This design comes from an exercise in tuning for small area on the open sky130 flow, not from production work.
At most, simulation tests tie the RTL to the original design; equivalence was not proved.
No activity file was given, so power comes from the tool's default toggle rates.

== JK ==
## cpu
module cpu(out, in, clk, reset);
input  [7:0] in;
input        clk, reset;
output [7:0] out;
reg [7:0] out;
reg [7:0] reg_a, reg_b, reg_c;
reg [7:0] mem [0:15];
reg [3:0] op;       
reg [3:0] n;        
reg       skip;     
reg       ldc;      
reg       outm;     
wire exec = ~skip & ~ldc & ~outm;
wire op_in  = exec & ((op == 4'h6) | (op == 4'h7) | (op == 4'h8));
wire op_a   = exec & ((op == 4'h6) | (op == 4'hd));
wire op_b   = exec & ((op == 4'h7) | (op == 4'he));
wire op_w   = exec & ((op == 4'h8) | (op == 4'h9));
wire op_alu = exec & ~op[3] & ~(op[2] & op[1]);
wire op_ld  = exec & (op == 4'ha);
wire op_om  = exec & (op == 4'hc);
wire op_oc  = exec & (op == 4'hb);
wire [7:0] bus = (op[3] & (op[0] | op[1])) ? reg_c : in;
reg  [7:0] x, y;
reg        cin;
always @* begin
	x = reg_a; y = reg_b; cin = 1'b0;
	case (op[2:0])
	3'b000: begin y = reg_b;  cin = 1'b0; end
	3'b001: begin y = ~reg_b; cin = 1'b1; end
	3'b010: begin y = 8'h00;  cin = 1'b1; end
	3'b011: begin y = 8'hff;  cin = 1'b0; end
	3'b100: begin y = reg_b;  cin = 1'b1; end
	default: begin x = ~reg_a; y = 8'h00; cin = 1'b1; end
	endcase
end
wire [7:0] alu = x + y + {7'b0, cin};
wire [7:0] rd = mem[n];
always @(posedge clk) begin
	if (op_w & ~reset)
		mem[n] <= bus;
end
always @(posedge clk) begin
	if (reset) begin
		reg_a <= 8'h00;
		reg_b <= 8'h00;
		reg_c <= 8'h00;
		out   <= 8'h00;
		skip  <= 1'b1;
		ldc   <= 1'b0;
		outm  <= 1'b0;
	end else begin
		if (op_a) reg_a <= bus;
		if (op_b) reg_b <= bus;
		if (op_alu) reg_c <= alu;
		else if (ldc) reg_c <= rd;
		if (op_w) out <= 8'h00;
		else if (op_oc) out <= reg_c;
		else if (outm) out <= rd;
		skip <= op_in;
		ldc  <= op_ld;
		outm <= op_om;
	end
end
always @(posedge clk) begin
	op <= in[7:4];
	if (~(op_ld | op_om))
		n <= in[3:0];
end
endmodule
For scale: about 470 cells after synthesis, ~180 flip-flops, roughly 18 I/O pins, about 0.0073 mm2 of cells after synthesis.
Settings: LEC_CHECK=0, CAP_MARGIN=20, CORE_MARGIN=2, CORE_UTILIZATION=40, SLEW_MARGIN=20; clock period 5.0 ns.
run.sh (not shown) runs the stock make flow with config.mk's settings and CLKGATE_MAP_FILE= SYNTH_SCRIPT=/design/flow/synth_recipe.tcl, a recipe that flattens the netlist after the stock synthesis.
Input changes introduced in MS (baseline for comparison: JK):
==> flow/flow/run.sh (new file) <==
#!/bin/bash
# Layout: the standard flow, with a smaller clock tree (no dummy loads, small buffers).
set -euo pipefail
CTS="-sink_clustering_enable -repair_clock_nets -dont_use_dummy_load -buf_list sky130_fd_sc_hd__clkbuf_8 -sink_clustering_size 40 -sink_clustering_max_diameter 100"
bash standard.sh "CTS_ARGS=$CTS" finish > standard.log 2>&1
==> flow/standard.sh (new file) <==
#!/bin/bash
# synth_recipe.tcl (not shown) runs the flow's synth.tcl, then flattens the netlist and writes it again
# the make line also repeats each setting of config.mk as NAME=value (left out here)
make -C /OpenROAD-flow-scripts/flow DESIGN_CONFIG=/design/flow/config.mk WORK_HOME=/design/flow/orfs CLKGATE_MAP_FILE= SYNTH_SCRIPT=/design/flow/synth_recipe.tcl "${@:-finish}"
removed: flow/run.sh
==> comparison <==
Compared with JK, MS ends up with a smaller final cell area.
Highest clock frequency the design can meet of MS is on par with JK.
Comparing JK against MS, there is no change at all in total negative setup slack.
Compared with JK, MS shows wire length of the first global-routing pass that has gone down slightly.
Row share of final layout cell area taken by clock buffers and inverters: MS lower / JK higher
[inputs] AL vs MS
Settings: CTS_BUF_LIST: unset -> sky130_fd_sc_hd__clkbuf_8; CTS_CLUSTER_SIZE: unset -> 50; CTS_CLUSTER_DIAMETER: unset -> 100.
==> flow/run.sh (new file) <==
#!/bin/bash
# synth_recipe.tcl (not shown) runs the flow's synth.tcl, then flattens the netlist and writes it again
# the make line also repeats each setting of config.mk as NAME=value (left out here)
make -C /OpenROAD-flow-scripts/flow DESIGN_CONFIG=/design/flow/config.mk WORK_HOME=/design/flow/orfs CLKGATE_MAP_FILE= SYNTH_SCRIPT=/design/flow/synth_recipe.tcl finish
removed: flow/flow/run.sh
removed: flow/standard.sh
==> run notes <==
- Slew at the pin with the worst max-slew slack (higher): MS
- Looking at cell-internal power across MS and AL, the one that comes out higher is AL.
- AL and MS ended up with roughly the same largest incremental delay on the critical path.

---

cpu, a different RTL version from the one above (not shown whole).
Size in the first run: about 6400 um2 of cells after synthesis.
clock: 5.0 ns
lec_check: 0
cap_margin: 20
core_margin: 2
core_utilization: 50
gpl_timing_driven: 0
slew_margin: 20
standard.sh (not shown) runs the stock make flow with config.mk's settings and CLKGATE_MAP_FILE= SYNTH_SCRIPT=/design/flow/synth_recipe.tcl, a recipe that flattens the netlist after the stock synthesis.
==> flow/flow/run.sh <==
#!/bin/bash
# Own layout flow: the standard flow (standard.sh) with
#  - the standard synthesis script, except that ABC maps the logic with an
#    area-oriented script (flow/area.abc); ABC does not touch the registers,
#  - single-size buffers on the ports,
#  - a clock tree of mid-size buffers without dummy loads.
# All tool output goes to standard.log here and ORFS's logs under orfs/logs.
set -euo pipefail
here=$(pwd)
{
  echo 'proc abc {args} {'
  echo '  set i [lsearch -exact $args -script]'
  echo "  if { \$i >= 0 } { lset args [expr {\$i + 1}] $here/flow/area.abc }"
  echo '  yosys abc {*}$args'
  echo '}'
  cat synth_recipe.tcl
} > own_synth.tcl
CTS="-sink_clustering_enable -repair_clock_nets -dont_use_dummy_load -buf_list sky130_fd_sc_hd__clkbuf_8"
bash standard.sh "SYNTH_SCRIPT=$here/own_synth.tcl" \
  "BUFFER_PORTS_ARGS=-buffer_cell sky130_fd_sc_hd__buf_1" \
  "CTS_ARGS=$CTS" finish > standard.log 2>&1
==> flow/flow/area.abc <==
strash
ifraig
scorr
dc2
strash
dch -f
amap
topo
Edit:
--- a/flow/config.mk
+++ b/flow/config.mk
@@ -9,4 +9,3 @@
 export CORE_MARGIN = 2
-export CORE_UTILIZATION = 50
-export GPL_TIMING_DRIVEN = 0
+export CORE_UTILIZATION = 40
 export SLEW_MARGIN = 20
After rerunning: The changed run completed with no timing, DRC or antenna violations; cell area goes down by 0.76%; final cell count increases by 5.2%; via count increases by 0.55%; setup slack improved by 0.085 ns; die area climbs by 24%; synthesized cell count is unchanged; total power falls by 1.0%.

---

Setup of the baseline:
cpu, a different RTL version from the one above (not shown whole).
Size in the first run: roughly 620 cells after synthesis, about 18 I/O pins.
export LEC_CHECK = 0
export CAP_MARGIN = 20
export CORE_MARGIN = 2
export CORE_UTILIZATION = 40
export SLEW_MARGIN = 20
create_clock -name core_clock -period 5.0 [get_ports {clk}]
==> flow/flow/area.abc <==
strash
&get -n
&st
&dch
&nf -R 1000
&put
topo
Scripts as last shown in full above: flow/flow/run.sh
The baseline went all the way through the flow, and no timing, DRC or antenna check failed.
[inputs] the candidate vs the baseline
==> flow/flow/area.abc <==
strash
ifraig
scorr
dc2
strash
dch -f
amap
topo
## What came out
Taking the baseline as the reference point, the post-synthesis instance area of the candidate rises by 0.68%. Summary of the candidate over the baseline: register area share after synthesis saw a decrease, cell depth of the worst setup path saw a decrease, first-pass GRT wire length saw an increase.
No functional check of the RTL was part of any run of this note.

---

job 101:
Another version of the RTL of cpu (not shown whole).
Size in the first run: ~170 flip-flops, roughly 18 I/O pins, ~6300 um2 of cells after synthesis.
Settings: LEC_CHECK=0, CAP_MARGIN=20, CORE_MARGIN=2, CORE_UTILIZATION=55, GPL_TIMING_DRIVEN=0, SLEW_MARGIN=20; clock period 5.0 ns.
==> flow/flow/area.abc <==
strash
dc2
dch -f
amap
topo
Scripts as last shown in full above: flow/flow/run.sh
Job 101 | stages: all done | timing, DRC, antenna: all pass
> inputs changed (job 101 -> job 102)
# job 101
export LEC_CHECK = 0
export CAP_MARGIN = 20
export CORE_MARGIN = 2
export CORE_UTILIZATION = 55
export GPL_TIMING_DRIVEN = 0
export SLEW_MARGIN = 20
create_clock -name core_clock -period 5.0 [get_ports {clk}]
# job 102
export LEC_CHECK = 0
export CAP_MARGIN = 20
export CORE_MARGIN = 2
export CORE_UTILIZATION = 40
export SLEW_MARGIN = 20
create_clock -name core_clock -period 5.0 [get_ports {clk}]
==> run notes <==
Taking job 101 as the reference point, the final period demand of the worst path of job 102 rises by 0.025 ns.
Compared with job 101, job 102 degrades overall power consumption.
Compared to job 101, job 102 has minimum hold slack 0.0033 ns lower.
Job 102 ends up with higher final instance area than job 101 does.
[inputs] job 103 vs job 102
# job 102
export LEC_CHECK = 0
export CAP_MARGIN = 20
export CORE_MARGIN = 2
export CORE_UTILIZATION = 40
export SLEW_MARGIN = 20
create_clock -name core_clock -period 5.0 [get_ports {clk}]
# job 103
export LEC_CHECK = 0
export CAP_MARGIN = 20
export CORE_MARGIN = 2
export CORE_UTILIZATION = 55
export GPL_TIMING_DRIVEN = 0
export PLACE_DENSITY = 0.75
export SLEW_MARGIN = 20
create_clock -name core_clock -period 5.0 [get_ports {clk}]
Results
Going from job 102 to job 103, the highest net fanout along the worst path was found to have gone down by 3.
Fraction of power spent switching nets on job 103 is down relative to job 102.
Between job 103 and job 102, sum of net half-perimeters after detailed placement is lower for job 103, job 102 comes in above that.
Delta (job 103 minus job 102): fraction of final layout cells with drive strength greater than 1 shrank by 0.93 points; die area lost 26%.
Cmp job 103 and job 102 / hold slack / lower: job 102
Diff job 103 and job 102: worst setup slack higher in job 103
Input changes introduced in job 104 (baseline for comparison: job 103):
# job 103
export LEC_CHECK = 0
export CAP_MARGIN = 20
export CORE_MARGIN = 2
export CORE_UTILIZATION = 55
export GPL_TIMING_DRIVEN = 0
export PLACE_DENSITY = 0.75
export SLEW_MARGIN = 20
create_clock -name core_clock -period 5.0 [get_ports {clk}]
# job 104
export LEC_CHECK = 0
export CAP_MARGIN = 20
export CORE_MARGIN = 2
export CORE_UTILIZATION = 50
export GPL_ROUTABILITY_DRIVEN = 0
export GPL_TIMING_DRIVEN = 0
export SLEW_MARGIN = 20
create_clock -name core_clock -period 5.0 [get_ports {clk}]
Results
Job 104 closes out successfully: all stages finished, all timing, DRC and antenna checks passed.
Diff job 104..job 103 | clock buffer instance count of the final layout | unchanged
Count of buffers not belonging to the clock network in the layout: job 104 > job 103
Delta(detailed-route wire length on metal 1, job 104 - job 103) > 0
Number of global-route vias before repair, job 103 and job 104, higher one = job 103.
Proportion of power drawn by the clock network of job 103 is on par with job 104.
Delta (job 104 minus job 103): combinational power share roughly the same; post-route worst setup slack held steady.
Going from job 103 to job 104, achievable clock frequency was more or less identical; clock period minus worst slack essentially unchanged.
[inputs] job 105 vs job 104
# job 104
export LEC_CHECK = 0
export CAP_MARGIN = 20
export CORE_MARGIN = 2
export CORE_UTILIZATION = 50
export GPL_ROUTABILITY_DRIVEN = 0
export GPL_TIMING_DRIVEN = 0
export SLEW_MARGIN = 20
create_clock -name core_clock -period 5.0 [get_ports {clk}]
# job 105
export LEC_CHECK = 0
export CAP_MARGIN = 10
export CORE_MARGIN = 2
export CORE_UTILIZATION = 40
export SLEW_MARGIN = 10
create_clock -name core_clock -period 5.0 [get_ports {clk}]
## What came out
Job 105 completed; timing, DRC and antenna clean. Job 105 ends up with a endpoint arrival time on the critical path that is 0.03 ns lower than in job 104. Reported for job 105 and job 104, DRC violation count after routing turned out identical to the last digit. Taking job 104 as the reference point, the sequential share of layout area of job 105 falls by 0.36 points. Post-route minimum period (lower): job 105. Job 105: post-cts gate resize count is 6 lower than what job 104 reported. Iteration count of the initial detailed-routing pass came out exactly the same in job 105 and job 104. In terms of sequential power, job 104 and job 105 differ only marginally. Summary of the comparison: cell area is higher in job 105, relative to job 104. Delta (job 105 minus job 104): total power density per cell area comparable; clock-pin transition on the worst setup and hold timing paths comparable.

re-timing with driven ports:
The flow's constraints put no driver on any port. The routed layouts listed below were extracted and timed again, unchanged, in two steps.
Step 1: set_driving_cell puts a clkbuf_16 on clk and a buf_2 on each other input, an assumption about the parent block.
Step 2 times the ports against the registers' clock, not the clock port: input delays grow and output delays shrink by t, the midpoint of the rising clock arrivals with the driver on.
a / b / c = ideal / step 1 / step 2; a / b = the first two.
run | t, ns | slack for setup (ns) | latest minus earliest clock arrival (ns) | slew at the worst register clock pin (ns)
JK | 0.463 | 1.691 / 1.691 / 1.556 | 0.013 / 0.013 | 0.07 / 0.07
MS | 0.473 | 1.685 / 1.685 / 1.531 | 0.037 / 0.037 | 0.10 / 0.10
AL | 0.482 | 1.678 / 1.678 / 1.578 | 0.016 / 0.016 | 0.10 / 0.10
the first run of note 2 | 0.490 | 0.269 / 0.269 / 0.269 | 0.020 / 0.020 | 0.09 / 0.09
the second run of note 2 | 0.500 | 0.354 / 0.354 / 0.354 | 0.030 / 0.030 | 0.10 / 0.10
the baseline | 0.486 | 0.340 / 0.340 / 0.340 | 0.026 / 0.026 | 0.09 / 0.09
the candidate | 0.485 | 0.301 / 0.301 / 0.301 | 0.028 / 0.028 | 0.09 / 0.09
job 101 | 0.491 | 0.252 / 0.252 / 0.252 | 0.022 / 0.023 | 0.08 / 0.08
job 102 | 0.491 | 0.226 / 0.226 / 0.226 | 0.031 / 0.032 | 0.09 / 0.09
job 103 | 0.486 | 0.233 / 0.233 / 0.233 | 0.028 / 0.029 | 0.09 / 0.09
job 104 | 0.484 | 0.231 / 0.231 / 0.231 | 0.033 / 0.033 | 0.10 / 0.10
job 105 | 0.482 | 0.259 / 0.259 / 0.259 | 0.029 / 0.030 | 0.09 / 0.09
After both steps setup and hold are still met in every run listed. For MS, which loses most, drivers alone change the setup slack by 0.000 ns; drivers and shift together by -0.154 ns.
